Source: an optimization exercise on an open RTL-to-GDS flow (aim: small area, a short achievable clock period and few clock cycles). Production flows keep margins and buffers that such runs may drop.
Only the layout flow was run in this run; the RTL was not checked for function there.

$ cat flow/design.v
`timescale 1ns / 1ps
module abs_diff_7(
    input [7:0] x,
    input [7:0] y,
    output [7:0] absdiff
    );
	 assign absdiff = (x>y) ? x-y : y-x;
endmodule
`timescale 1ns / 1ps
module abs_diff_9(
    input [9:0] x,
    input [9:0] y,
    output [9:0] absdiff
    );
	 assign absdiff = (x>y) ? x-y : y-x;
endmodule
`timescale 1ns / 1ps
module abs_val_8
    (input signed [8:0] v,
     output wire [7:0] absv);
     assign absv = (v[8] == 1) ? ((~v)+1) : v;
endmodule
`timescale 1ns / 1ps
module quadrant(
    input signed [8:0] x,
    input signed [8:0] y,
    output [1:0] q
    );
	 wire [1:0] x_p;
	 wire [1:0] x_n;
	 assign x_p = (y >= 0) ? 0 : 3;
	 assign x_n = (y >= 0) ? 1 : 2;
	 assign q = (x >= 0) ? x_p : x_n;
endmodule
`timescale 1ns / 1ps
module polar_to_cartesian
    (input [11:0] r_theta,  
     output reg signed [8:0] x_value,  
     output reg signed [8:0] y_value);
	parameter POS = 9'sb0_0000_0001;
	parameter NEG = 9'sb1_1111_1111;
   parameter ZERO = 9'sb0_0000_0000;
   wire [31:0] rsin_15deg;  
   wire [31:0] rsin_30deg;  
   wire [31:0] rsin_45deg;  
   wire [31:0] rsin_60deg;  
   wire [31:0] rsin_75deg;  
   assign rsin_15deg = (r_theta[7:0]*66) >> 8;  
   assign rsin_30deg = r_theta[7:0] >> 2;  
   assign rsin_45deg = (r_theta[7:0]*181) >> 8;             
   assign rsin_60deg = (r_theta[7:0]*222) >> 8;  
   assign rsin_75deg = (r_theta[7:0]*247) >> 8;
   always @(*) begin
      case (r_theta[11:8])
         4'h1: begin  
            x_value = POS*rsin_75deg[7:0]; 
            y_value = POS*rsin_15deg[7:0];
         end
         4'h2: begin  
            x_value = POS*rsin_60deg[7:0]; 
            y_value = POS*rsin_30deg[7:0];
         end
         4'h3: begin  
            x_value = POS*rsin_45deg[7:0]; 
            y_value = POS*rsin_45deg[7:0];
         end
         4'h4: begin  
            x_value = POS*rsin_30deg[7:0]; 
            y_value = POS*rsin_60deg[7:0];
         end
         4'h5: begin  
            x_value = POS*rsin_15deg[7:0]; 
            y_value = POS*rsin_75deg[7:0];
         end
         4'h6: begin  
            x_value = POS*ZERO; 
            y_value = POS*r_theta[7:0];
         end
         4'h7: begin  
            x_value = NEG*rsin_15deg[7:0]; 
            y_value = POS*rsin_75deg[7:0];
         end
         4'h8: begin  
            x_value = NEG*rsin_30deg[7:0]; 
            y_value = POS*rsin_60deg[7:0];
         end
         4'h9: begin  
            x_value = NEG*rsin_45deg[7:0]; 
            y_value = POS*rsin_45deg[7:0];
         end
         4'hA: begin  
            x_value = NEG*rsin_60deg[7:0]; 
            y_value = POS*rsin_30deg[7:0];
         end
         4'hB: begin  
            x_value = NEG*rsin_75deg[7:0]; 
            y_value = POS*rsin_15deg[7:0];
         end
         4'hC: begin  
            x_value = NEG*r_theta[7:0]; 
            y_value = ZERO;
         end
         default: begin  
            x_value = POS*r_theta[7:0]; 
            y_value = ZERO;
         end
      endcase
   end
endmodule
`timescale 1ns / 1ps
module calc_abs7rtan_00_75_15
    (input [7:0] r,
     output wire [7:0] abs7rtan_15,
     output wire [7:0] abs7rtan_30,
     output wire [7:0] abs7rtan_45,
     output wire [9:0] abs7rtan_60,
     output wire [9:0] abs7rtan_75);
		wire signed [31:0] rtan_15deg;  
		wire signed [31:0] rtan_30deg;  
		wire signed [31:0] rtan_60deg;  
		wire signed [31:0] rtan_75deg;  
		assign rtan_15deg = (r*16'sh0225) >>> 11;
		assign rtan_30deg = (r*16'sh024f) >>> 10;
		assign rtan_60deg = (r*16'sh0DDB) >>> 11;
		assign rtan_75deg = (r*16'sh1DDB) >>> 11;
		assign abs7rtan_15 = rtan_15deg[7:0];
		assign abs7rtan_30 = rtan_30deg[7:0];
		assign abs7rtan_45 = r;
		assign abs7rtan_60 = rtan_60deg[9:0];
		assign abs7rtan_75 = rtan_75deg[9:0];
endmodule
`timescale 1ns / 1ps
module find_min_5_vals_cascading(
    input [7:0] input1,
    input [7:0] input2,
    input [7:0] input3,
    input [7:0] input4,
    input [7:0] input5,
    output [2:0] output_index
    );
	wire comp1_2;
	wire comp2_3;
	wire comp3_4;
	wire comp4_5;
	assign comp1_2 = input1 >= input2;
	assign comp2_3 = input2 >= input3;
	assign comp3_4 = input3 >= input4;
	assign comp4_5 = input4 >= input5;
	wire is1;
	wire is5;
	wire is2;
	wire is4;
	assign is1 = ((!comp1_2) & (!comp2_3) & (!comp3_4) & (!comp4_5));
	assign is5 = (comp1_2 & comp2_3 & comp3_4 & comp4_5);
	assign is2 = ((!is1) & (!is5) & (!comp2_3) & (!comp3_4));
	assign is4 = ((!is1) & (!is5) & (comp2_3) & (comp3_4));
	assign output_index = is1 ? 3'h1 : (is5 ? 3'h5 : (is2 ? 3'h2 : (is4 ? 3'h4 : 3'h3)));
endmodule
`timescale 1ns / 1ps
module calc_r_y_theta(
   input [7:0] y,
   input [7:0] x,  
   input [3:0] theta,
   output reg [7:0] r);
   wire [31:0] r_15deg;  
   wire [31:0] r_30deg;  
   wire [31:0] r_45deg;  
   wire [31:0] r_60deg;  
   wire [31:0] r_75deg;  
   assign r_15deg = (y*989) >> 10;
   assign r_30deg = y >> 9;
   assign r_45deg = (y*362) >> 10;
   assign r_60deg = (y*296) >> 10;
   assign r_75deg = (y*265) >> 10;
   always @(*) begin
      case(theta)
         1: r = r_15deg[7:0];
         2: r = r_30deg[7:0];
         3: r = r_45deg[7:0];
         4: r = r_60deg[7:0];
         5: r = r_75deg[7:0];
         6: r = y;  
         default: r = x;  
      endcase
   end
endmodule
`timescale 1ns / 1ps
module orientation_math
    (input [11:0] r_theta_original,  
     input [11:0] r_theta_final,  
     input clock,
     input enable,
     input reset,
     output reg done,
     output reg [4:0] orientation);
	parameter DEG360 = 5'h18;
	parameter DEG180 = 5'h0C;
	parameter ERROR_FACTOR = 4;
	reg [3:0] state;
	parameter IDLE 			 	= 4'h0;
	parameter SHORTCUT_TEST		= 4'h1;
	parameter SHORTCUT_TEST_2	= 4'h2;
	parameter PTC					= 4'h3;
	parameter DELTAS				= 4'h4;
	parameter ABS_DELTA_QUAD 	= 4'h5;
	parameter DX_TAN				= 4'h6;
	parameter ABS_DIFF			= 4'h7;
	parameter BASE_ANGLE_CALC	= 4'h8;
	parameter CALC_ORIENTATION	= 4'h9;
	parameter REPORT			 	= 4'hF;
	reg [4:0] original_base_angle;
	reg [4:0] shortcut_quadrant_adjust;
	reg signed [8:0] x_original;
	reg signed [8:0] y_original;
	reg signed [8:0] x_final;
	reg signed [8:0] y_final;
	wire signed [8:0] x_original_t;
	wire signed [8:0] y_original_t;
	wire signed [8:0] x_final_t;
	wire signed [8:0] y_final_t;
	polar_to_cartesian ptc_original (.r_theta(r_theta_original),.x_value(x_original_t),.y_value(y_original_t));
	polar_to_cartesian ptc_final (.r_theta(r_theta_final),.x_value(x_final_t),.y_value(y_final_t));
	reg signed [8:0] delta_y;
	reg signed [8:0] delta_x;
	wire [7:0] abs_delta_x_t;
	wire [7:0] abs_delta_y_t;
	reg [7:0] abs_delta_x;
	reg [7:0] abs_delta_y;
	reg [1:0] quadrant;
	wire [1:0] quadrant_t;
	abs_val_8 absx (.v(delta_x),.absv(abs_delta_x_t));
	abs_val_8 absy (.v(delta_y),.absv(abs_delta_y_t));
	quadrant q1 (.x(delta_x),.y(delta_y),.q(quadrant_t));
	reg [7:0] abs_dx_tan15;
	reg [7:0] abs_dx_tan30;
	reg [7:0] abs_dx_tan45;
	reg [9:0] abs_dx_tan60;
	reg [9:0] abs_dx_tan75;
	wire [7:0] abs_dx_tan15_t;
	wire [7:0] abs_dx_tan30_t;
	wire [7:0] abs_dx_tan45_t;
	wire [9:0] abs_dx_tan60_t;
	wire [9:0] abs_dx_tan75_t;
	calc_abs7rtan_00_75_15 abstan(.r(abs_delta_x),.abs7rtan_15(abs_dx_tan15_t),
											 .abs7rtan_30(abs_dx_tan30_t),.abs7rtan_45(abs_dx_tan45_t),
											 .abs7rtan_60(abs_dx_tan60_t),.abs7rtan_75(abs_dx_tan75_t));
	reg [7:0] diff_15;
	reg [7:0] diff_30;
	reg [7:0] diff_45;
	reg [7:0] diff_60;
	reg [7:0] diff_75;
	wire [7:0] diff_15_t;
	wire [7:0] diff_30_t;
	wire [7:0] diff_45_t;
	wire [9:0] diff_60_t;
	wire [9:0] diff_75_t;
	abs_diff_7 abdiff15 (.y(abs_delta_y),.x(abs_dx_tan15),.absdiff(diff_15_t));
	abs_diff_7 abdiff30 (.y(abs_delta_y),.x(abs_dx_tan30),.absdiff(diff_30_t));
	abs_diff_7 abdiff45 (.y(abs_delta_y),.x(abs_dx_tan45),.absdiff(diff_45_t));
	abs_diff_9 abdiff60 (.y({2'b00,abs_delta_y}),.x(abs_dx_tan60),.absdiff(diff_60_t));
	abs_diff_9 abdiff75 (.y({2'b00,abs_delta_y}),.x(abs_dx_tan75),.absdiff(diff_75_t));
	reg [2:0] base_angle;
	wire [2:0] base_angle_t;
	find_min_5_vals_cascading min5( 	.input1(diff_15),.input2(diff_30),
												.input3(diff_45),.input4(diff_60),
												.input5(diff_75),.output_index(base_angle_t));
   always @(posedge clock) begin
      if (reset) begin
         state <= IDLE;
         done <= 0;
			orientation <= 5'h00;
      end
      else begin
         case(state)
				SHORTCUT_TEST: begin
					if (r_theta_original[11:8] == r_theta_final[11:8]) begin
						original_base_angle <= {1'b0,r_theta_original[11:8]};
						shortcut_quadrant_adjust <= (r_theta_final[7:0] >= r_theta_original[7:0]) ? 0 : 12;
						state <= SHORTCUT_TEST_2;
					end
					else begin
						state <= PTC;
					end
				end
				SHORTCUT_TEST_2: begin
					orientation <= original_base_angle + shortcut_quadrant_adjust;
					state <= REPORT;
				end
				PTC: begin
					x_original <= x_original_t;
					y_original <= y_original_t;
					x_final <= x_final_t;
					y_final <= y_final_t;
					state <= DELTAS;
				end
				DELTAS: begin
					delta_x <= x_final - x_original;
					delta_y <= y_final - y_original;
					state <= ABS_DELTA_QUAD;
				end
				ABS_DELTA_QUAD: begin
					abs_delta_x <= abs_delta_x_t;
					abs_delta_y <= abs_delta_y_t;
					quadrant <= quadrant_t;
					state <= DX_TAN;
				end
				DX_TAN: begin
					if (abs_delta_y <= ERROR_FACTOR) begin
						orientation <= 0 + (delta_x < 0 ? 12 : 0);
						state <= REPORT;
					end
					else if (abs_delta_x <= ERROR_FACTOR) begin
						orientation <= 6 + (delta_y < 0 ? 12 : 0);
						state <= REPORT;
					end
					else begin
						abs_dx_tan15 <= abs_dx_tan15_t;
						abs_dx_tan30 <= abs_dx_tan30_t;
						abs_dx_tan45 <= abs_dx_tan45_t;
						abs_dx_tan60 <= abs_dx_tan60_t;
						abs_dx_tan75 <= abs_dx_tan75_t;
						state <= ABS_DIFF;
					end
				end
				ABS_DIFF: begin
					diff_15 <= diff_15_t;
					diff_30 <= diff_30_t;
					diff_45 <= diff_45_t;
					diff_60 <= diff_60_t > 8'hFF ? 8'hFE : diff_60_t[7:0];  
					diff_75 <= diff_75_t > 8'hFF ? 8'hFF : diff_75_t[7:0];
					state <= BASE_ANGLE_CALC;
   			end
				BASE_ANGLE_CALC: begin
					base_angle <= base_angle_t;
					state <= CALC_ORIENTATION;
				end
				CALC_ORIENTATION: begin
					case(quadrant)
						1: orientation <= (DEG180 - base_angle);  
						2: orientation <= (DEG180 + base_angle);  
						3: orientation <= (DEG360 - base_angle);  
						default: orientation <= base_angle;  
					endcase
					state <= REPORT;
				end
				REPORT: begin
					done <= 1;
					state <= IDLE;
					if (orientation >= DEG360) begin
						orientation <= orientation - DEG360;
					end
				end
				default: begin
					if (enable) begin
						state <= SHORTCUT_TEST;
						done <= 0;
					end
				end
			endcase
		end
	end
endmodule
`timescale 1ns / 1ps
module path_math
    (input [11:0] location,  
     input [11:0] target,  
     input [4:0] current_orientation,  
     input clock,
     input enable,
     input reset,
     output reg done,
     output [4:0] needed_orientation,  
     output [11:0] move_command);  
   wire [7:0] xm_l, ym_l, xm_t, ym_t;
   wire       xs_l, xs_t;
   ptc_mag ptc_l (.r_theta(location), .xm(xm_l), .ym(ym_l), .xs(xs_l));
   ptc_mag ptc_t (.r_theta(target),   .xm(xm_t), .ym(ym_t), .xs(xs_t));
   wire       xsame = (xs_t == xs_l);
   wire [9:0] ex_s = {1'b0, xm_t, xsame} + {xsame, xm_l ^ {8{xsame}}, xsame};
   wire [9:0] dy_s = {1'b0, ym_t, 1'b1} + {1'b1, ~ym_l, 1'b1};
   wire [8:0] ex_t = ex_s[9:1];
   wire [8:0] dy_t = dy_s[9:1];
   reg [8:0] ex, dy;
   reg       exneg, busy;
   always @(posedge clock) begin
      ex <= ex_t;
      dy <= dy_t;
      exneg <= xs_t;
      busy <= enable & ~reset;
   end
   wire       ex_nz = |ex;
   wire       dxneg = exneg ? ((ex_nz & ~ex[8]) | (ex == 9'h100)) : ex[8];
   wire       dyneg = dy[8];
   wire [1:0] quad = {dyneg, dxneg ^ dyneg};  
   wire       sx = ex[8];
   wire       sy = dy[8];
   wire [7:0] ac = ex[7:0] ^ {8{sx}};
   wire [7:0] yc = dy[7:0] ^ {8{sy}};
   wire [7:0] y, a;
   pm_abs ab (.ac(ac), .sx(sx), .yc(yc), .sy(sy), .y(y), .a(a));
   wire ysmall = dy[8] ? (dy[7:0] >= 8'hFC) : (dy[7:0] <= 8'd4);
   wire asmall = ex[8] ? ((ex[7:0] >= 8'hFC) || (ex[7:0] == 8'h00)) : (ex[7:0] <= 8'd4);
   wire c12, c23, c34, c45;
   pm_compare cmp (.a(a), .y(y), .c12(c12), .c23(c23), .c34(c34), .c45(c45));
   wire       same = (location[11:8] == target[11:8]);
   wire [4:0] sum_s = {1'b0, location[11:8]} + ((target[7:0] >= location[7:0]) ? 5'd0 : 5'd12);
   wire [4:0] need_s_t = (sum_s >= 5'd24) ? sum_s - 5'd24 : sum_s;
   reg  [2:0] ba_s_t;
   always @(*) begin
      case (quad)
         2'd1: ba_s_t = 3'd4 - need_s_t[2:0];
         2'd2: ba_s_t = need_s_t[2:0] + 3'd4;
         2'd3: ba_s_t = 3'd0 - need_s_t[2:0];
         default: ba_s_t = need_s_t[2:0];
      endcase
   end
   wire use_a = same ? (ba_s_t == 3'd0 || ba_s_t == 3'd7) : ysmall;
   reg       r_c12, r_c23, r_c34, r_c45, r_ysmall, r_asmall, r_same;
   reg [1:0] r_quad;
   reg [4:0] need_s, cur;
   reg [7:0] ry;
   always @(posedge clock) begin
      if (reset) begin
         done <= 1'b0;
      end else if (busy) begin
         done <= 1'b1;
      end else if (enable) begin
         done <= 1'b0;
      end
      if (busy) begin
         r_c12 <= c12;
         r_c23 <= c23;
         r_c34 <= c34;
         r_c45 <= c45;
         r_ysmall <= ysmall;
         r_asmall <= asmall;
         r_same <= same;
         r_quad <= quad;
         need_s <= need_s_t;
         cur <= current_orientation;
         ry <= use_a ? a : y;
      end
   end
   wire is1 = ~r_c12 & ~r_c23 & ~r_c34 & ~r_c45;
   wire is5 = r_c12 & r_c23 & r_c34 & r_c45;
   wire is2 = ~is1 & ~is5 & ~r_c23 & ~r_c34;
   wire is4 = ~is1 & ~is5 & r_c23 & r_c34;
   wire [2:0] b = is1 ? 3'd1 : (is5 ? 3'd5 : (is2 ? 3'd2 : (is4 ? 3'd4 : 3'd3)));
   wire o_dyneg = r_quad[1];
   wire o_dxneg = r_quad[1] ^ r_quad[0];
   reg [4:0] need_n;
   always @(*) begin
      if (r_ysmall) need_n = o_dxneg ? 5'd12 : 5'd0;
      else if (r_asmall) need_n = o_dyneg ? 5'd18 : 5'd6;
      else case (r_quad)
         2'd1: need_n = 5'd12 - b;
         2'd2: need_n = 5'd12 + b;
         2'd3: need_n = 5'd24 - b;
         default: need_n = {2'b00, b};
      endcase
   end
   reg [2:0] ba_s;
   always @(*) begin
      case (r_quad)
         2'd1: ba_s = 3'd4 - need_s[2:0];
         2'd2: ba_s = need_s[2:0] + 3'd4;
         2'd3: ba_s = 3'd0 - need_s[2:0];
         default: ba_s = need_s[2:0];
      endcase
   end
   wire [4:0] need = r_same ? need_s : need_n;
   wire [2:0] ba = r_same ? ba_s : (r_ysmall ? 3'd0 : (r_asmall ? 3'd6 : b));
   wire [6:0] d1, d3, d4, d5;
   pm_distance dd (.y(ry), .d1(d1), .d3(d3), .d4(d4), .d5(d5));
   reg  [6:0]  dist_v;
   always @(*) begin
      case (ba)
         3'd1: dist_v = d1;
         3'd2: dist_v = 7'd0;
         3'd3: dist_v = d3;
         3'd4: dist_v = d4;
         3'd5: dist_v = d5;
         default: dist_v = ry[6:0];   
      endcase
   end
   wire [4:0] angle = need - cur + ((cur > need) ? 5'd24 : 5'd0);
   assign needed_orientation = need;
   assign move_command = {angle, dist_v};
endmodule
module ptc_mag
    (input [11:0] r_theta,
     output reg [7:0] xm,
     output reg [7:0] ym,
     output xs);
   wire [7:0] r = r_theta[7:0];
   wire [3:0] t = r_theta[11:8];
   wire [6:0] m15;                    
   wire [7:0] m30 = {2'b00, r[7:2]};
   wire [7:0] m45, m60, m75;          
   pm_ptc_products pp (.r(r), .m15(m15), .m45(m45), .m60(m60), .m75(m75));
   wire [2:0] k = (t <= 4'd6) ? t[2:0] : ((t <= 4'd12) ? 3'd4 - t[2:0] : 3'd0);
   assign xs = (t >= 4'd7) && (t <= 4'd12);
   wire j1 = (k == 3'd1) | (k == 3'd5);
   wire j2 = (k == 3'd2) | (k == 3'd4);
   wire j3 = (k == 3'd3);
   wire j0 = ~(j1 | j2 | j3);
   wire [7:0] sm = ({8{j1}} & {1'b0, m15}) | ({8{j2}} & m30) | ({8{j3}} & m45);
   wire [7:0] lg = ({8{j1}} & m75) | ({8{j2}} & m60) | ({8{j3}} & m45) | ({8{j0}} & r);
   wire swap = (k >= 3'd4);
   always @(*) begin
      xm = swap ? sm : lg;
      ym = swap ? lg : sm;
   end
endmodule
module pm_ptc_products
   (input [7:0] r,
    output [6:0] m15,
    output [7:0] m45,
    output [7:0] m60,
    output [7:0] m75);
   wire p_2;
   wire p_3;
   wire p_4;
   wire p_5;
   wire p_6;
   wire p_7;
   wire p_8;
   wire p_9;
   wire p_10;
   wire p_11;
   wire p_12;
   wire p_13;
   wire p_14;
   wire p_15;
   wire p_16;
   wire p_17;
   wire p_18;
   wire p_19;
   wire p_20;
   wire p_21;
   wire p_23;
   wire p_24;
   wire p_25;
   wire p_26;
   wire p_27;
   wire p_28;
   wire p_29;
   wire p_30;
   wire p_31;
   wire p_32;
   wire p_33;
   wire p_34;
   wire p_35;
   wire p_36;
   wire p_37;
   wire p_38;
   wire p_39;
   wire p_40;
   wire p_41;
   wire p_42;
   wire p_43;
   wire p_44;
   wire p_45;
   wire p_46;
   wire p_47;
   wire p_48;
   wire p_49;
   wire p_50;
   wire p_51;
   wire p_52;
   wire p_53;
   wire p_54;
   wire p_56;
   wire p_57;
   wire p_58;
   wire p_59;
   wire p_60;
   wire p_61;
   wire p_62;
   wire p_63;
   wire p_64;
   wire p_65;
   wire p_66;
   wire p_67;
   wire [11:0] p_s0 = {1'b0, r[7], r[6], r[5], r[4], r[3], r[2], r[1], r[0], r[2], r[1], r[0]} + {1'b0, 1'b0, 1'b0, 1'b0, r[7], r[6], r[5], r[4], r[3], 1'b0, 1'b0, 1'b0};
   wire [13:0] p_s1 = {1'b0, r[7], r[6], r[5], r[4], r[3], r[2], r[1], r[0], r[4], r[3], r[2], r[1], r[0]} + {1'b0, 1'b0, 1'b0, 1'b0, 1'b0, 1'b0, r[7], r[6], r[5], 1'b0, 1'b0, 1'b0, 1'b0, 1'b0};
   assign p_2 = p_s0[0] ^ p_s0[2];
   assign p_3 = p_s0[0] & p_s0[2];
   assign p_4 = p_s0[1] ^ p_s0[3] ^ r[5];
   assign p_5 = (p_s0[1] & p_s0[3]) | (p_s0[1] & r[5]) | (p_s0[3] & r[5]);
   assign p_6 = p_s0[2] ^ p_s0[4] ^ r[6];
   assign p_7 = (p_s0[2] & p_s0[4]) | (p_s0[2] & r[6]) | (p_s0[4] & r[6]);
   assign p_8 = p_s0[3] ^ p_s0[5] ^ r[7];
   assign p_9 = (p_s0[3] & p_s0[5]) | (p_s0[3] & r[7]) | (p_s0[5] & r[7]);
   assign p_10 = p_s0[4] ^ p_s0[6];
   assign p_11 = p_s0[4] & p_s0[6];
   assign p_12 = p_s0[5] ^ p_s0[7];
   assign p_13 = p_s0[5] & p_s0[7];
   assign p_14 = p_s0[6] ^ p_s0[8];
   assign p_15 = p_s0[6] & p_s0[8];
   assign p_16 = p_s0[7] ^ p_s0[9];
   assign p_17 = p_s0[7] & p_s0[9];
   assign p_18 = p_s0[8] ^ p_s0[10];
   assign p_19 = p_s0[8] & p_s0[10];
   assign p_20 = p_s0[9] ^ p_s0[11];
   assign p_21 = p_s0[9] & p_s0[11];
   wire [15:0] p_s22 = {p_s0[11], p_s0[10], p_20, p_18, p_16, p_14, p_12, p_10, p_8, p_6, p_4, p_2, p_s0[1], p_s0[0], r[1], r[0]} + {1'b0, p_21, p_19, p_17, p_15, p_13, p_11, p_9, p_7, p_5, p_3, r[4], r[3], r[2], 1'b0, 1'b0};
   assign p_23 = ~r[0];
   assign p_24 = ~r[1];
   assign p_25 = ~r[2];
   assign p_26 = ~r[3];
   assign p_27 = ~r[4];
   assign p_28 = ~r[0];
   assign p_29 = ~r[5];
   assign p_30 = ~r[1];
   assign p_31 = ~r[6];
   assign p_32 = ~r[2];
   assign p_33 = ~r[7];
   assign p_34 = ~r[3];
   assign p_35 = ~r[4];
   assign p_36 = ~r[5];
   assign p_37 = ~r[6];
   assign p_38 = ~r[7];
   assign p_39 = p_27 ^ p_28;
   assign p_40 = p_27 & p_28;
   assign p_41 = p_29 ^ p_30;
   assign p_42 = p_29 & p_30;
   assign p_43 = p_31 ^ p_32;
   assign p_44 = p_31 & p_32;
   assign p_45 = p_33 ^ p_34 ^ r[0];
   assign p_46 = (p_33 & p_34) | (p_33 & r[0]) | (p_34 & r[0]);
   assign p_47 = p_35 ^ r[1] ^ 1'b1;
   assign p_48 = (p_35 & r[1]) | (p_35 & 1'b1) | (r[1] & 1'b1);
   assign p_49 = p_36 ^ r[2] ^ 1'b1;
   assign p_50 = (p_36 & r[2]) | (p_36 & 1'b1) | (r[2] & 1'b1);
   assign p_51 = p_37 ^ r[3] ^ 1'b1;
   assign p_52 = (p_37 & r[3]) | (p_37 & 1'b1) | (r[3] & 1'b1);
   assign p_53 = p_38 ^ r[4] ^ 1'b1;
   assign p_54 = (p_38 & r[4]) | (p_38 & 1'b1) | (r[4] & 1'b1);
   wire [14:0] p_s55 = {r[7], r[6], r[5], p_53, p_51, p_49, p_47, p_45, p_43, p_41, p_39, p_26, p_25, p_24, p_23} + {1'b1, 1'b1, p_54, p_52, p_50, p_48, p_46, p_44, p_42, p_40, 1'b1, 1'b0, 1'b0, 1'b0, 1'b1};
   assign p_56 = ~p_s0[0];
   assign p_57 = ~p_s0[1];
   assign p_58 = ~p_s0[2];
   assign p_59 = ~p_s0[3];
   assign p_60 = ~p_s0[4];
   assign p_61 = ~p_s0[5];
   assign p_62 = ~p_s0[6];
   assign p_63 = ~p_s0[7];
   assign p_64 = ~p_s0[8];
   assign p_65 = ~p_s0[9];
   assign p_66 = ~p_s0[10];
   assign p_67 = ~p_s0[11];
   wire [15:0] p_s68 = {r[7], r[6], r[5], r[4], r[3], r[2], r[1], r[0], p_63, p_62, p_61, p_60, p_59, p_58, p_57, p_56} + {1'b1, 1'b1, 1'b1, 1'b1, p_67, p_66, p_65, p_64, 1'b0, 1'b0, 1'b0, 1'b0, 1'b0, 1'b0, 1'b0, 1'b1};
   assign m15 = {p_s1[13], p_s1[12], p_s1[11], p_s1[10], p_s1[9], p_s1[8], p_s1[7]};
   assign m45 = {p_s22[15], p_s22[14], p_s22[13], p_s22[12], p_s22[11], p_s22[10], p_s22[9], p_s22[8]};
   assign m60 = {p_s55[14], p_s55[13], p_s55[12], p_s55[11], p_s55[10], p_s55[9], p_s55[8], p_s55[7]};
   assign m75 = {p_s68[15], p_s68[14], p_s68[13], p_s68[12], p_s68[11], p_s68[10], p_s68[9], p_s68[8]};
endmodule
module pm_compare
   (input [7:0] a,
    input [7:0] y,
    output c12,
    output c23,
    output c34,
    output c45);
   wire c_0;
   wire c_1;
   wire c_2;
   wire c_3;
   wire c_4;
   wire c_5;
   wire c_6;
   wire c_7;
   wire c_8;
   wire c_9;
   wire c_10;
   wire c_11;
   wire c_12;
   wire c_13;
   wire c_14;
   wire c_15;
   wire c_17;
   wire c_18;
   wire c_19;
   wire c_20;
   wire c_21;
   wire c_22;
   wire c_23;
   wire c_24;
   wire c_25;
   wire c_26;
   wire c_27;
   wire c_28;
   wire c_29;
   wire c_30;
   wire c_31;
   wire c_32;
   wire c_33;
   wire c_34;
   wire c_35;
   wire c_36;
   wire c_37;
   wire c_38;
   wire c_39;
   wire c_40;
   wire c_41;
   wire c_42;
   wire c_43;
   wire c_44;
   wire c_45;
   wire c_46;
   wire c_47;
   wire c_48;
   wire c_49;
   wire c_50;
   wire c_51;
   wire c_52;
   wire c_53;
   wire c_54;
   wire c_55;
   wire c_56;
   wire c_58;
   wire c_59;
   wire c_60;
   wire c_61;
   wire c_62;
   wire c_63;
   wire c_64;
   wire c_66;
   wire c_67;
   wire c_68;
   wire c_69;
   wire c_70;
   wire c_71;
   wire c_72;
   wire c_73;
   wire c_74;
   wire c_75;
   wire c_76;
   wire c_77;
   wire c_78;
   wire c_79;
   wire c_80;
   wire c_81;
   wire c_82;
   wire c_83;
   wire c_84;
   wire c_85;
   wire c_86;
   wire c_87;
   wire c_88;
   wire c_89;
   wire c_90;
   wire c_91;
   wire c_92;
   wire c_93;
   wire c_94;
   wire c_95;
   wire c_96;
   wire c_98;
   wire c_99;
   wire c_100;
   wire c_101;
   wire c_102;
   wire c_103;
   wire c_104;
   wire c_105;
   wire c_107;
   wire c_108;
   wire c_109;
   wire c_110;
   wire c_111;
   wire c_112;
   wire c_113;
   wire c_114;
   wire c_115;
   wire c_116;
   wire c_117;
   wire c_118;
   wire c_119;
   wire c_120;
   wire c_121;
   wire c_122;
   wire c_123;
   wire c_124;
   wire c_125;
   wire c_126;
   wire c_127;
   wire c_128;
   wire c_129;
   wire c_130;
   wire c_131;
   wire c_132;
   wire c_133;
   wire c_134;
   wire c_135;
   wire c_136;
   wire c_137;
   wire c_139;
   wire c_140;
   wire c_141;
   wire c_142;
   wire c_143;
   wire c_144;
   wire c_145;
   wire c_146;
   wire c_147;
   wire c_148;
   wire c_149;
   wire c_150;
   wire c_151;
   wire c_152;
   wire c_153;
   wire c_154;
   wire c_155;
   wire c_156;
   wire c_157;
   wire c_158;
   wire c_159;
   wire c_160;
   wire c_161;
   wire c_162;
   wire c_163;
   wire c_164;
   wire c_165;
   wire c_166;
   wire c_167;
   wire c_168;
   wire c_169;
   wire c_170;
   wire c_172;
   wire c_173;
   wire c_174;
   wire c_175;
   wire c_176;
   wire c_177;
   wire c_178;
   wire c_179;
   wire c_180;
   wire c_181;
   wire c_182;
   wire c_184;
   wire c_185;
   wire c_186;
   wire c_187;
   wire c_188;
   wire c_189;
   wire c_190;
   wire c_191;
   wire c_192;
   wire c_193;
   wire c_194;
   wire c_195;
   wire c_196;
   wire c_197;
   wire c_198;
   wire c_199;
   wire c_200;
   wire c_201;
   wire c_202;
   wire c_203;
   wire c_204;
   wire c_205;
   wire c_206;
   wire c_207;
   wire c_208;
   wire c_209;
   wire c_210;
   wire c_212;
   wire c_213;
   wire c_214;
   wire c_215;
   wire c_216;
   wire c_217;
   wire c_218;
   wire c_219;
   assign c_0 = a[5] ^ a[3];
   assign c_1 = a[5] & a[3];
   assign c_2 = a[6] ^ a[4] ^ a[1];
   assign c_3 = (a[6] & a[4]) | (a[6] & a[1]) | (a[4] & a[1]);
   assign c_4 = a[7] ^ a[5] ^ a[2];
   assign c_5 = (a[7] & a[5]) | (a[7] & a[2]) | (a[5] & a[2]);
   assign c_6 = a[6] ^ a[3];
   assign c_7 = a[6] & a[3];
   assign c_8 = a[7] ^ a[4] ^ a[0];
   assign c_9 = (a[7] & a[4]) | (a[7] & a[0]) | (a[4] & a[0]);
   assign c_10 = a[5] ^ a[1];
   assign c_11 = a[5] & a[1];
   assign c_12 = a[6] ^ a[2];
   assign c_13 = a[6] & a[2];
   assign c_14 = a[7] ^ a[3];
   assign c_15 = a[7] & a[3];
   wire [17:0] c_s16 = {1'b0, a[7], a[6], a[5], a[4], c_14, c_12, c_10, c_8, c_6, c_4, c_2, c_0, a[4], a[3], a[2], a[1], a[0]} + {1'b0, 1'b0, 1'b0, 1'b0, c_15, c_13, c_11, c_9, c_7, c_5, c_3, c_1, a[0], a[2], a[1], a[0], 1'b0, 1'b0};
   assign c_17 = ~a[0];
   assign c_18 = ~a[1];
   assign c_19 = ~a[2];
   assign c_20 = ~a[3];
   assign c_21 = ~a[4];
   assign c_22 = ~a[5];
   assign c_23 = ~a[6];
   assign c_24 = ~a[7];
   assign c_25 = a[5] ^ a[3];
   assign c_26 = a[5] & a[3];
   assign c_27 = a[6] ^ a[4] ^ a[1];
   assign c_28 = (a[6] & a[4]) | (a[6] & a[1]) | (a[4] & a[1]);
   assign c_29 = a[7] ^ a[5] ^ a[2];
   assign c_30 = (a[7] & a[5]) | (a[7] & a[2]) | (a[5] & a[2]);
   assign c_31 = a[6] ^ a[3];
   assign c_32 = a[6] & a[3];
   assign c_33 = a[7] ^ a[4];
   assign c_34 = a[7] & a[4];
   assign c_35 = c_23 ^ a[2];
   assign c_36 = c_23 & a[2];
   assign c_37 = c_24 ^ a[3] ^ a[1];
   assign c_38 = (c_24 & a[3]) | (c_24 & a[1]) | (a[3] & a[1]);
   assign c_39 = a[4] ^ a[2] ^ 1'b1;
   assign c_40 = (a[4] & a[2]) | (a[4] & 1'b1) | (a[2] & 1'b1);
   assign c_41 = c_25 ^ a[0] ^ 1'b1;
   assign c_42 = (c_25 & a[0]) | (c_25 & 1'b1) | (a[0] & 1'b1);
   assign c_43 = c_27 ^ 1'b1 ^ c_26;
   assign c_44 = (c_27 & 1'b1) | (c_27 & c_26) | (1'b1 & c_26);
   assign c_45 = c_29 ^ 1'b1 ^ c_28;
   assign c_46 = (c_29 & 1'b1) | (c_29 & c_28) | (1'b1 & c_28);
   assign c_47 = c_31 ^ 1'b1 ^ c_30;
   assign c_48 = (c_31 & 1'b1) | (c_31 & c_30) | (1'b1 & c_30);
   assign c_49 = c_33 ^ 1'b1 ^ c_32;
   assign c_50 = (c_33 & 1'b1) | (c_33 & c_32) | (1'b1 & c_32);
   assign c_51 = a[5] ^ 1'b1 ^ c_34;
   assign c_52 = (a[5] & 1'b1) | (a[5] & c_34) | (1'b1 & c_34);
   assign c_53 = a[6] ^ 1'b1;
   assign c_54 = a[6] & 1'b1;
   assign c_55 = a[7] ^ 1'b1;
   assign c_56 = a[7] & 1'b1;
   wire [17:0] c_s57 = {1'b1, c_55, c_53, c_51, c_49, c_47, c_45, c_43, c_41, c_39, c_37, c_35, c_22, c_21, c_20, c_19, c_18, c_17} + {c_56, c_54, c_52, c_50, c_48, c_46, c_44, c_42, c_40, c_38, c_36, a[0], a[1], a[0], 1'b0, 1'b0, 1'b0, 1'b1};
   assign c_58 = ~c_s16[11];
   assign c_59 = ~c_s16[12];
   assign c_60 = ~c_s16[13];
   assign c_61 = ~c_s16[14];
   assign c_62 = ~c_s16[15];
   assign c_63 = ~c_s16[16];
   assign c_64 = ~c_s16[17];
   wire [9:0] c_s65 = {1'b1, a[7], a[6], a[5], a[4], a[3], a[2], a[1], a[0], c_58} + {1'b0, 1'b1, 1'b1, c_64, c_63, c_62, c_61, c_60, c_59, 1'b1};
   assign c_66 = ~a[0];
   assign c_67 = ~c_s16[11];
   assign c_68 = ~a[1];
   assign c_69 = ~c_s16[12];
   assign c_70 = ~a[2];
   assign c_71 = ~c_s16[13];
   assign c_72 = ~a[3];
   assign c_73 = ~c_s16[14];
   assign c_74 = ~a[4];
   assign c_75 = ~c_s16[15];
   assign c_76 = ~a[5];
   assign c_77 = ~c_s16[16];
   assign c_78 = ~a[6];
   assign c_79 = ~c_s16[17];
   assign c_80 = ~a[7];
   assign c_81 = c_66 ^ c_67;
   assign c_82 = c_66 & c_67;
   assign c_83 = c_68 ^ c_69;
   assign c_84 = c_68 & c_69;
   assign c_85 = c_70 ^ a[0] ^ c_71;
   assign c_86 = (c_70 & a[0]) | (c_70 & c_71) | (a[0] & c_71);
   assign c_87 = c_72 ^ a[1] ^ c_73;
   assign c_88 = (c_72 & a[1]) | (c_72 & c_73) | (a[1] & c_73);
   assign c_89 = c_74 ^ a[2] ^ c_75;
   assign c_90 = (c_74 & a[2]) | (c_74 & c_75) | (a[2] & c_75);
   assign c_91 = c_76 ^ a[3] ^ c_77;
   assign c_92 = (c_76 & a[3]) | (c_76 & c_77) | (a[3] & c_77);
   assign c_93 = c_78 ^ a[4] ^ c_79;
   assign c_94 = (c_78 & a[4]) | (c_78 & c_79) | (a[4] & c_79);
   assign c_95 = c_80 ^ a[5] ^ 1'b1;
   assign c_96 = (c_80 & a[5]) | (c_80 & 1'b1) | (a[5] & 1'b1);
   wire [10:0] c_s97 = {1'b1, a[7], a[6], c_95, c_93, c_91, c_89, c_87, c_85, c_83, c_81} + {1'b0, 1'b1, c_96, c_94, c_92, c_90, c_88, c_86, c_84, c_82, 1'b1};
   assign c_98 = ~c_s57[10];
   assign c_99 = ~c_s57[11];
   assign c_100 = ~c_s57[12];
   assign c_101 = ~c_s57[13];
   assign c_102 = ~c_s57[14];
   assign c_103 = ~c_s57[15];
   assign c_104 = ~c_s57[16];
   assign c_105 = ~c_s57[17];
   wire [10:0] c_s106 = {1'b1, 1'b1, y[7], y[6], y[5], y[4], y[3], y[2], y[1], y[0], c_98} + {1'b0, 1'b0, 1'b1, c_105, c_104, c_103, c_102, c_101, c_100, c_99, 1'b1};
   assign c_107 = ~c_s16[11];
   assign c_108 = ~c_s16[12];
   assign c_109 = ~c_s16[13];
   assign c_110 = ~c_s16[14];
   assign c_111 = ~c_s16[15];
   assign c_112 = ~c_s16[16];
   assign c_113 = ~c_s16[17];
   assign c_114 = c_s106[0] ^ c_107;
   assign c_115 = c_s106[0] & c_107;
   assign c_116 = c_s106[1] ^ c_108;
   assign c_117 = c_s106[1] & c_108;
   assign c_118 = c_s106[2] ^ c_109;
   assign c_119 = c_s106[2] & c_109;
   assign c_120 = c_s106[3] ^ c_110;
   assign c_121 = c_s106[3] & c_110;
   assign c_122 = c_s106[4] ^ c_111;
   assign c_123 = c_s106[4] & c_111;
   assign c_124 = c_s106[5] ^ c_112;
   assign c_125 = c_s106[5] & c_112;
   assign c_126 = c_s106[6] ^ c_113;
   assign c_127 = c_s106[6] & c_113;
   assign c_128 = c_s106[7] ^ 1'b1;
   assign c_129 = c_s106[7] & 1'b1;
   assign c_130 = c_s106[8] ^ 1'b1;
   assign c_131 = c_s106[8] & 1'b1;
   assign c_132 = c_s106[9] ^ 1'b1;
   assign c_133 = c_s106[9] & 1'b1;
   assign c_134 = c_s106[10] ^ 1'b1;
   assign c_135 = c_s106[10] & 1'b1;
   assign c_136 = c_s106[10] ^ 1'b1;
   assign c_137 = c_s106[10] & 1'b1;
   wire [11:0] c_s138 = {c_136, c_134, c_132, c_130, c_128, c_126, c_124, c_122, c_120, c_118, c_116, c_114} + {c_135, c_133, c_131, c_129, c_127, c_125, c_123, c_121, c_119, c_117, c_115, 1'b1};
   assign c_139 = ~a[0];
   assign c_140 = ~a[1];
   assign c_141 = ~a[2];
   assign c_142 = ~a[3];
   assign c_143 = ~a[4];
   assign c_144 = ~a[5];
   assign c_145 = ~a[6];
   assign c_146 = ~a[7];
   assign c_147 = c_s106[0] ^ c_139;
   assign c_148 = c_s106[0] & c_139;
   assign c_149 = c_s106[1] ^ c_140;
   assign c_150 = c_s106[1] & c_140;
   assign c_151 = c_s106[2] ^ c_141;
   assign c_152 = c_s106[2] & c_141;
   assign c_153 = c_s106[3] ^ c_142;
   assign c_154 = c_s106[3] & c_142;
   assign c_155 = c_s106[4] ^ c_143;
   assign c_156 = c_s106[4] & c_143;
   assign c_157 = c_s106[5] ^ c_144;
   assign c_158 = c_s106[5] & c_144;
   assign c_159 = c_s106[6] ^ c_145;
   assign c_160 = c_s106[6] & c_145;
   assign c_161 = c_s106[7] ^ c_146;
   assign c_162 = c_s106[7] & c_146;
   assign c_163 = c_s106[8] ^ 1'b1;
   assign c_164 = c_s106[8] & 1'b1;
   assign c_165 = c_s106[9] ^ 1'b1;
   assign c_166 = c_s106[9] & 1'b1;
   assign c_167 = c_s106[10] ^ 1'b1;
   assign c_168 = c_s106[10] & 1'b1;
   assign c_169 = c_s106[10] ^ 1'b1;
   assign c_170 = c_s106[10] & 1'b1;
   wire [11:0] c_s171 = {c_169, c_167, c_165, c_163, c_161, c_159, c_157, c_155, c_153, c_151, c_149, c_147} + {c_168, c_166, c_164, c_162, c_160, c_158, c_156, c_154, c_152, c_150, c_148, 1'b1};
   assign c_172 = ~c_s97[0];
   assign c_173 = ~c_s97[1];
   assign c_174 = ~c_s97[2];
   assign c_175 = ~c_s97[3];
   assign c_176 = ~c_s97[4];
   assign c_177 = ~c_s97[5];
   assign c_178 = ~c_s97[6];
   assign c_179 = ~c_s97[7];
   assign c_180 = ~c_s97[8];
   assign c_181 = ~c_s97[9];
   assign c_182 = ~c_s97[10];
   wire [11:0] c_s183 = {1'b1, c_182, c_181, y[7], y[6], y[5], y[4], y[3], y[2], y[1], y[0], c_172} + {1'b0, 1'b0, 1'b0, c_180, c_179, c_178, c_177, c_176, c_175, c_174, c_173, 1'b1};
   assign c_184 = ~c_s97[0];
   assign c_185 = ~c_s97[1];
   assign c_186 = ~c_s97[2];
   assign c_187 = ~c_s97[3];
   assign c_188 = ~c_s97[4];
   assign c_189 = ~c_s97[5];
   assign c_190 = ~c_s97[6];
   assign c_191 = ~c_s97[7];
   assign c_192 = ~c_s97[8];
   assign c_193 = ~c_s97[9];
   assign c_194 = ~c_s97[10];
   assign c_195 = y[0] ^ c_184;
   assign c_196 = y[0] & c_184;
   assign c_197 = y[1] ^ c_185;
   assign c_198 = y[1] & c_185;
   assign c_199 = y[2] ^ c_186;
   assign c_200 = y[2] & c_186;
   assign c_201 = y[3] ^ c_187;
   assign c_202 = y[3] & c_187;
   assign c_203 = y[4] ^ c_188;
   assign c_204 = y[4] & c_188;
   assign c_205 = y[5] ^ c_189;
   assign c_206 = y[5] & c_189;
   assign c_207 = y[6] ^ c_190;
   assign c_208 = y[6] & c_190;
   assign c_209 = y[7] ^ c_191;
   assign c_210 = y[7] & c_191;
   wire [11:0] c_s211 = {1'b1, c_194, c_193, c_192, c_209, c_207, c_205, c_203, c_201, c_199, c_197, c_195} + {1'b0, 1'b0, 1'b0, c_210, c_208, c_206, c_204, c_202, c_200, c_198, c_196, 1'b1};
   assign c_212 = c_s65[0] ^ y[0];
   assign c_213 = c_s65[1] ^ y[1];
   assign c_214 = c_s65[2] ^ y[2];
   assign c_215 = c_s65[3] ^ y[3];
   assign c_216 = c_s65[4] ^ y[4];
   assign c_217 = c_s65[5] ^ y[5];
   assign c_218 = c_s65[6] ^ y[6];
   assign c_219 = c_s65[7] ^ y[7];
   assign c12 = ~c_s138[11];
   assign c23 = ~c_s171[11];
   assign c34 = ~c_s183[11];
   assign c45 = ~c_s211[11] | (~c_s65[9] & c_s65[8] & ~(c_212 | c_213 | c_214 | c_215 | c_216 | c_217 | c_218 | c_219));
endmodule
module pm_distance
   (input [7:0] y,
    output [6:0] d1,
    output [6:0] d3,
    output [6:0] d4,
    output [6:0] d5);
   wire q_1;
   wire q_2;
   wire q_3;
   wire q_4;
   wire q_5;
   wire q_6;
   wire q_7;
   wire q_8;
   wire q_9;
   wire q_10;
   wire q_11;
   wire q_12;
   wire q_13;
   wire q_14;
   wire q_15;
   wire q_16;
   wire q_17;
   wire q_18;
   wire q_19;
   wire q_20;
   wire q_21;
   wire q_22;
   wire q_23;
   wire q_24;
   wire q_26;
   wire q_27;
   wire q_28;
   wire q_29;
   wire q_30;
   wire q_31;
   wire q_32;
   wire q_33;
   wire q_34;
   wire q_35;
   wire q_36;
   wire q_37;
   wire q_38;
   wire q_39;
   wire q_40;
   wire q_41;
   wire q_42;
   wire q_43;
   wire q_44;
   wire q_45;
   wire [11:0] q_s0 = {1'b0, y[7], y[6], y[5], y[4], y[3], y[2], y[1], y[0], y[2], y[1], y[0]} + {1'b0, 1'b0, 1'b0, 1'b0, y[7], y[6], y[5], y[4], y[3], 1'b0, 1'b0, 1'b0};
   assign q_1 = ~q_s0[0];
   assign q_2 = ~q_s0[1];
   assign q_3 = ~q_s0[2];
   assign q_4 = ~q_s0[3];
   assign q_5 = ~q_s0[4];
   assign q_6 = ~q_s0[5];
   assign q_7 = ~q_s0[6];
   assign q_8 = ~q_s0[7];
   assign q_9 = ~q_s0[8];
   assign q_10 = ~q_s0[9];
   assign q_11 = ~q_s0[10];
   assign q_12 = ~q_s0[11];
   assign q_13 = q_1 ^ y[2];
   assign q_14 = q_1 & y[2];
   assign q_15 = q_2 ^ y[3];
   assign q_16 = q_2 & y[3];
   assign q_17 = q_3 ^ y[4];
   assign q_18 = q_3 & y[4];
   assign q_19 = q_4 ^ y[5];
   assign q_20 = q_4 & y[5];
   assign q_21 = q_5 ^ y[6];
   assign q_22 = q_5 & y[6];
   assign q_23 = q_6 ^ y[7];
   assign q_24 = q_6 & y[7];
   wire [16:0] q_s25 = {y[6], y[5], y[4], y[3], y[2], y[1], y[0], q_8, q_7, q_23, q_21, q_19, q_17, q_15, q_13, y[1], y[0]} + {1'b1, 1'b1, 1'b1, q_12, q_11, q_10, q_9, 1'b0, q_24, q_22, q_20, q_18, q_16, q_14, 1'b1, 1'b0, 1'b0};
   assign q_26 = q_s0[0] ^ q_s0[2];
   assign q_27 = q_s0[0] & q_s0[2];
   assign q_28 = q_s0[1] ^ q_s0[3] ^ y[5];
   assign q_29 = (q_s0[1] & q_s0[3]) | (q_s0[1] & y[5]) | (q_s0[3] & y[5]);
   assign q_30 = q_s0[2] ^ q_s0[4] ^ y[6];
   assign q_31 = (q_s0[2] & q_s0[4]) | (q_s0[2] & y[6]) | (q_s0[4] & y[6]);
   assign q_32 = q_s0[3] ^ q_s0[5] ^ y[7];
   assign q_33 = (q_s0[3] & q_s0[5]) | (q_s0[3] & y[7]) | (q_s0[5] & y[7]);
   assign q_34 = q_s0[4] ^ q_s0[6];
   assign q_35 = q_s0[4] & q_s0[6];
   assign q_36 = q_s0[5] ^ q_s0[7];
   assign q_37 = q_s0[5] & q_s0[7];
   assign q_38 = q_s0[6] ^ q_s0[8];
   assign q_39 = q_s0[6] & q_s0[8];
   assign q_40 = q_s0[7] ^ q_s0[9];
   assign q_41 = q_s0[7] & q_s0[9];
   assign q_42 = q_s0[8] ^ q_s0[10];
   assign q_43 = q_s0[8] & q_s0[10];
   assign q_44 = q_s0[9] ^ q_s0[11];
   assign q_45 = q_s0[9] & q_s0[11];
   wire [15:0] q_s46 = {q_s0[11], q_s0[10], q_44, q_42, q_40, q_38, q_36, q_34, q_32, q_30, q_28, q_26, q_s0[1], q_s0[0], y[1], y[0]} + {1'b0, q_45, q_43, q_41, q_39, q_37, q_35, q_33, q_31, q_29, q_27, y[4], y[3], y[2], 1'b0, 1'b0};
   wire [13:0] q_s47 = {q_s0[11], q_s0[10], q_s0[9], q_s0[8], q_s0[7], q_s0[6], q_s0[5], q_s0[4], q_s0[3], q_s0[2], q_s0[1], q_s0[0], y[1], y[0]} + {1'b0, 1'b0, 1'b0, 1'b0, 1'b0, 1'b0, y[7], y[6], y[5], y[4], y[3], y[2], 1'b0, 1'b0};
   wire [16:0] q_s48 = {1'b0, y[7], y[6], y[5], y[4], y[3], y[2], y[1], y[0], q_s0[7], q_s0[6], q_s0[5], q_s0[4], q_s0[3], q_s0[2], q_s0[1], q_s0[0]} + {1'b0, 1'b0, 1'b0, 1'b0, 1'b0, q_s0[11], q_s0[10], q_s0[9], q_s0[8], 1'b0, 1'b0, 1'b0, 1'b0, 1'b0, 1'b0, 1'b0, 1'b0};
   assign d1 = {q_s25[16], q_s25[15], q_s25[14], q_s25[13], q_s25[12], q_s25[11], q_s25[10]};
   assign d3 = {q_s46[15], q_s46[14], q_s46[13], q_s46[12], q_s46[11], q_s46[10], q_s46[9]};
   assign d4 = {q_s47[13], q_s47[12], q_s47[11], q_s47[10], q_s47[9], q_s47[8], q_s47[7]};
   assign d5 = {q_s48[16], q_s48[15], q_s48[14], q_s48[13], q_s48[12], q_s48[11], q_s48[10]};
endmodule
module pm_abs
   (input [7:0] ac,
    input sx,
    input [7:0] yc,
    input sy,
    output [7:0] y,
    output [7:0] a);
   wire [7:0] i_s0 = {yc[7], yc[6], yc[5], yc[4], yc[3], yc[2], yc[1], yc[0]} + {1'b0, 1'b0, 1'b0, 1'b0, 1'b0, 1'b0, 1'b0, sy};
   wire [7:0] i_s1 = {ac[7], ac[6], ac[5], ac[4], ac[3], ac[2], ac[1], ac[0]} + {1'b0, 1'b0, 1'b0, 1'b0, 1'b0, 1'b0, 1'b0, sx};
   assign y = {i_s0[7], i_s0[6], i_s0[5], i_s0[4], i_s0[3], i_s0[2], i_s0[1], i_s0[0]};
   assign a = {i_s1[7], i_s1[6], i_s1[5], i_s1[4], i_s1[3], i_s1[2], i_s1[1], i_s1[0]};
endmodule
$ cat flow/constraint.sdc
create_clock -name core_clock -period 12.0 [get_ports {clock}]
set_input_delay 2.4000 -clock core_clock [delete_from_list [all_inputs] [get_ports {clock}]]
set_output_delay 2.4000 -clock core_clock [all_outputs]
set_load 0.01 [all_outputs]
$ cat flow/run.sh
#!/bin/bash
# synth_recipe.tcl (not shown) runs the flow's synth.tcl, then flattens the netlist and writes it again
# the make line also repeats each setting of config.mk as NAME=value (left out here)
make -C /OpenROAD-flow-scripts/flow DESIGN_CONFIG=/design/flow/config.mk WORK_HOME=/design/flow/orfs CLKGATE_MAP_FILE= SYNTH_SCRIPT=/design/flow/synth_recipe.tcl finish
$ cat flow/config.mk
export PLATFORM = sky130hd
export DESIGN_NAME = path_math
export DESIGN_NICKNAME = path_math
export VERILOG_FILES = /design/flow/design.v
export SDC_FILE = /design/flow/constraint.sdc
export NUM_CORES = 4
export LEC_CHECK = 0
export CAP_MARGIN = 5
export CORE_MARGIN = 2
export CORE_UTILIZATION = 60
export SETUP_SLACK_MARGIN = 5
export SLEW_MARGIN = 5
==> run notes <==
-- cell usage after synthesis (17+ instances only) --
master    count
ha_1        313
inv_1       196
a21oi_1     160
xnor2_1     126
nand2_1     119
nor2_1      105
o21ai_0     101
xor2_1       46
clkbuf_1     42
nand2b_1     36
a21o_1       35
nor3_1       34
nand3_1      33
nor2b_1      31
edfxtp_1     27
fa_1         25
dfxtp_1      21
mux2i_1      21
o21bai_1     21
and3_1       19
a31oi_1      18
o21a_1       17
-- state kept, by name, summed over array words and instances, names as in the netlist, 2 cells and up --
| signal | count |
|---|---|
| need_s | 5 |
| r_quad | 2 |
| dy | 9 |
| cur | 5 |
| ry | 8 |
| ex | 9 |
-- layer usage --
layer | up-vias | track usage, % | share of wire (%)
met4 | 0 | 11.24 | 3.6
met3 | 97 | 2.802 | 4.3
met2 | 342 | 52.61 | 49
li1 | 6413 | - | -
met5 | - | 0 | 0
met1 | 5982 | 37.38 | 43
-- cell usage in the layout, fill, tap and decap left out, types with 8 or more instances in the layout --
cell type / count
o21ai_1: 15
nor3_1: 29
a22oi_1: 11
inv_1: 185
fa_1: 23
nand2b_1: 34
nand3_1: 33
edfxtp_1: 27
o21a_1: 17
a31oi_1: 14
buf_2: 8
o21bai_1: 19
ha_1: 288
ha_4: 21
nor2b_1: 30
and3_1: 19
a21oi_1: 138
or4_1: 9
buf_4: 68
a21oi_2: 22
xnor2_1: 116
o21ai_0: 85
nand4_1: 8
dfxtp_1: 15
clkdlybuf4s50_1: 27
nor2_1: 100
a211oi_1: 9
nand2_1: 115
mux2i_1: 20
inv_2: 10
o21ai_2: 8
o211ai_1: 10
xnor2_2: 10
a21o_1: 35
and2_1: 8
nor4_1: 8
o22ai_1: 10
xor2_1: 39
-- what timing repair did --
| item | CTS | global route |
|---|---|---|
| pin swaps | 21 | 66 |
| hold buffers | 0 | 0 |
| resized for setup | 101 | 161 |
| setup buffers | 33 | 30 |
| setup endpoints to repair | 23 | 20 |
-- stage by stage --
stage	setup slack, ns	hold slack (ns)	util [%]	instance area, sq um
5_1_grt	4.649	0.5697	70.52	15820
2_1_floorplan	5.086	0.5223	-	13620
6_report	5.021	0.4976	70.52	15820
3_5_place_dp	3.651	0.4853	63.97	14350
3_3_place_gp	3.761	0.4717	63.97	14350
4_1_cts	4.862	0.5012	66.85	15000
-- final timing paths --
check	start	to	slack (ns)	cells after the start
worst max-delay path	location[0]	ex[8]	5.02	24
worst min-delay path	done	done	0.50	2
worst max register to register	ex[2]	r_c45	5.05	31
worst min register to register	done	done	0.50	2
-- critical path, delay by kind of cell --
kind	cells	cell delay (ns)
and+or+nand+nor	4	0.51
xor gates and xnor gates	3	0.52
adders and majority gates	5	1.80
buffers and inverters	3	0.24
AOI/OAI and AO/OA	8	1.55
muxes	1	0.11
-- logic make-up after synthesis --
kind of cell    count (synthesis)  synth area share (%)
xor+xnor                      175                 11.58
fa+ha+maj                     340                 32.58
buf+inv                       245                 6.817
compound gates                485                 22.55
flops                          48                 9.040
mux                            21                 1.543
simple gates                  443                 15.88
-- final cells by class --
type / instances / area share (%)
well taps: 285 / 2.254
clock buffers: 7 / 1.107
inverters: 199 / 4.824
repair buffers: 119 / 6.216
clock inverters: 1 / 0.05536
multi-input cells: 1464 / 77.68
flip-flops and latches: 48 / 7.861
==> summary.txt <==
Mapped Area: 13,620 sq um
Die height: 154.7 microns
Total CTS buffers: 5
DIE WIDTH: 154.7 microns
Wire length per cell: 17.14 microns
1st-pass router iterations: 6
F_max: 143.3 MHz
Critical path class: in -> reg
CP cell instances: buf_6, ha_4, fa_2, inv_1, fa_1, inv_1, ha_4, a21o_1, nor3_2, o21ai_2, a31oi_2, xor2_1, nor3_2, a221o_1, a21oi_2, mux2i_2, xnor2_1, ha_1, nor2b_2, o21a_1, o21ai_1, nand2b_1, a211o_1, xnor2_1
Area leader, netlist: ha_1
Critical Path RT: 12.18 ns
Diode count: 0
DRC: 0
Critical Path Max Stage Delay: 0.58 ns
Fillers: 1,860
Vias: 12,834
Worst-path maximum fanout: 13
Vias in the first global route: 12,376
Worst Setup End Kind: flip-flop
Worst path arrival time: 7.16 ns
Ranking of synthesized cells by area: ha_1 29%, xnor2_1 8.1%, edfxtp_1 6.0%
Relative slew slack: 21.51%
Area Overhead vs Synth: 16.17%
DR iter-0 viols: 726
Worst-skew pair later-pin latency: 0.30 ns
Final Hold Vio Count: 0
Multi-input gate area: 12,290 sq um
Final WL: 36,390 microns
Crit path max-delay cell type: fa_2
Syn avg cell area: 7.751 sq um
Total track usage: 29.70%
Synth Instances: 1,757
Routability cong.: 0.9086
CTS Sinks: 48
Worst slew pin tran: 1.176 ns
CTS Buffer Depth: 2
Fin crit share: 58.16%
DP HPWL: 28,450 microns
Vias per cell: 6.045
Maximum Capacitance Violations: 0
FP Rows: 55
RSZ-0062 raised after global routing: yes
H-tree depth: 2
Clock Pin Slew Worst Setup and Hold Paths: 0.07 ns
Sequential-to-total area share from yosys stat: 9.040%
CTS tree: yes
Core area: 22,430 sq um
Number of synthesized flops with an enable pin: 27
Final Instance Count excl. Fillers: 2,123
Hold Path Class: reg -> reg
Max Slew Vio Count: 0
Global-route wire length before repair: 59,020 microns
Setup crit start kind: input pin
IO buf count: 49
Post-synth ARST share: 0%
Root buf cell: clkbuf_16
Remaining global-route overflow: 0
Die area: 23,920 sq um
Distinct cells, synth: 80
Synth top area share: 28.76%
Synth warn: 2
Top FF cell, synth: edfxtp_1
FF/Latch Area: 1244 sq um
Status: complete, no violations
Share of cells above drive strength 1: 13.82%
Fin Setup TNS: 0 ns
Clock Skews: 0.01406 ns
Dpl cells: 2,052
Yosys reg bits: 48
Syn nets: 2,127
Initial antenna violation count: 0
Crit path time final: 6.979 ns
Fin nets: 2,207
Starting Density: 60.71%
# setup viols final: 0
Largest net degree at the start of global routing: 29
Top Ports: 50
Antenna-violating nets left: 0

what the ideal ports hide:
Ports are ideal in the flow. The routed layout listed here was re-timed in OpenROAD. Step 1: set_driving_cell puts a clkbuf_16 on clock and a buf_2 on each other input, an assumption about the parent block. Step 2 also shifts input and output timing later by t, the mid clock arrival at the registers, as if the neighbouring blocks saw the same clock. a / b / c = ideal ports / drivers / drivers and shift; a / b = the first two.
t, ns: 0.339
setup WS [ns]: 5.021 / 5.022 / 4.697
worst setup path at the end: input to register
latest minus earliest clock arrival (ns): 0.014 / 0.014
slew at the worst register clock pin (ns): 0.07 / 0.07
After both steps this run still meets setup and hold. For this run, drivers alone change the setup slack by +0.001 ns; drivers and shift together by -0.324 ns.
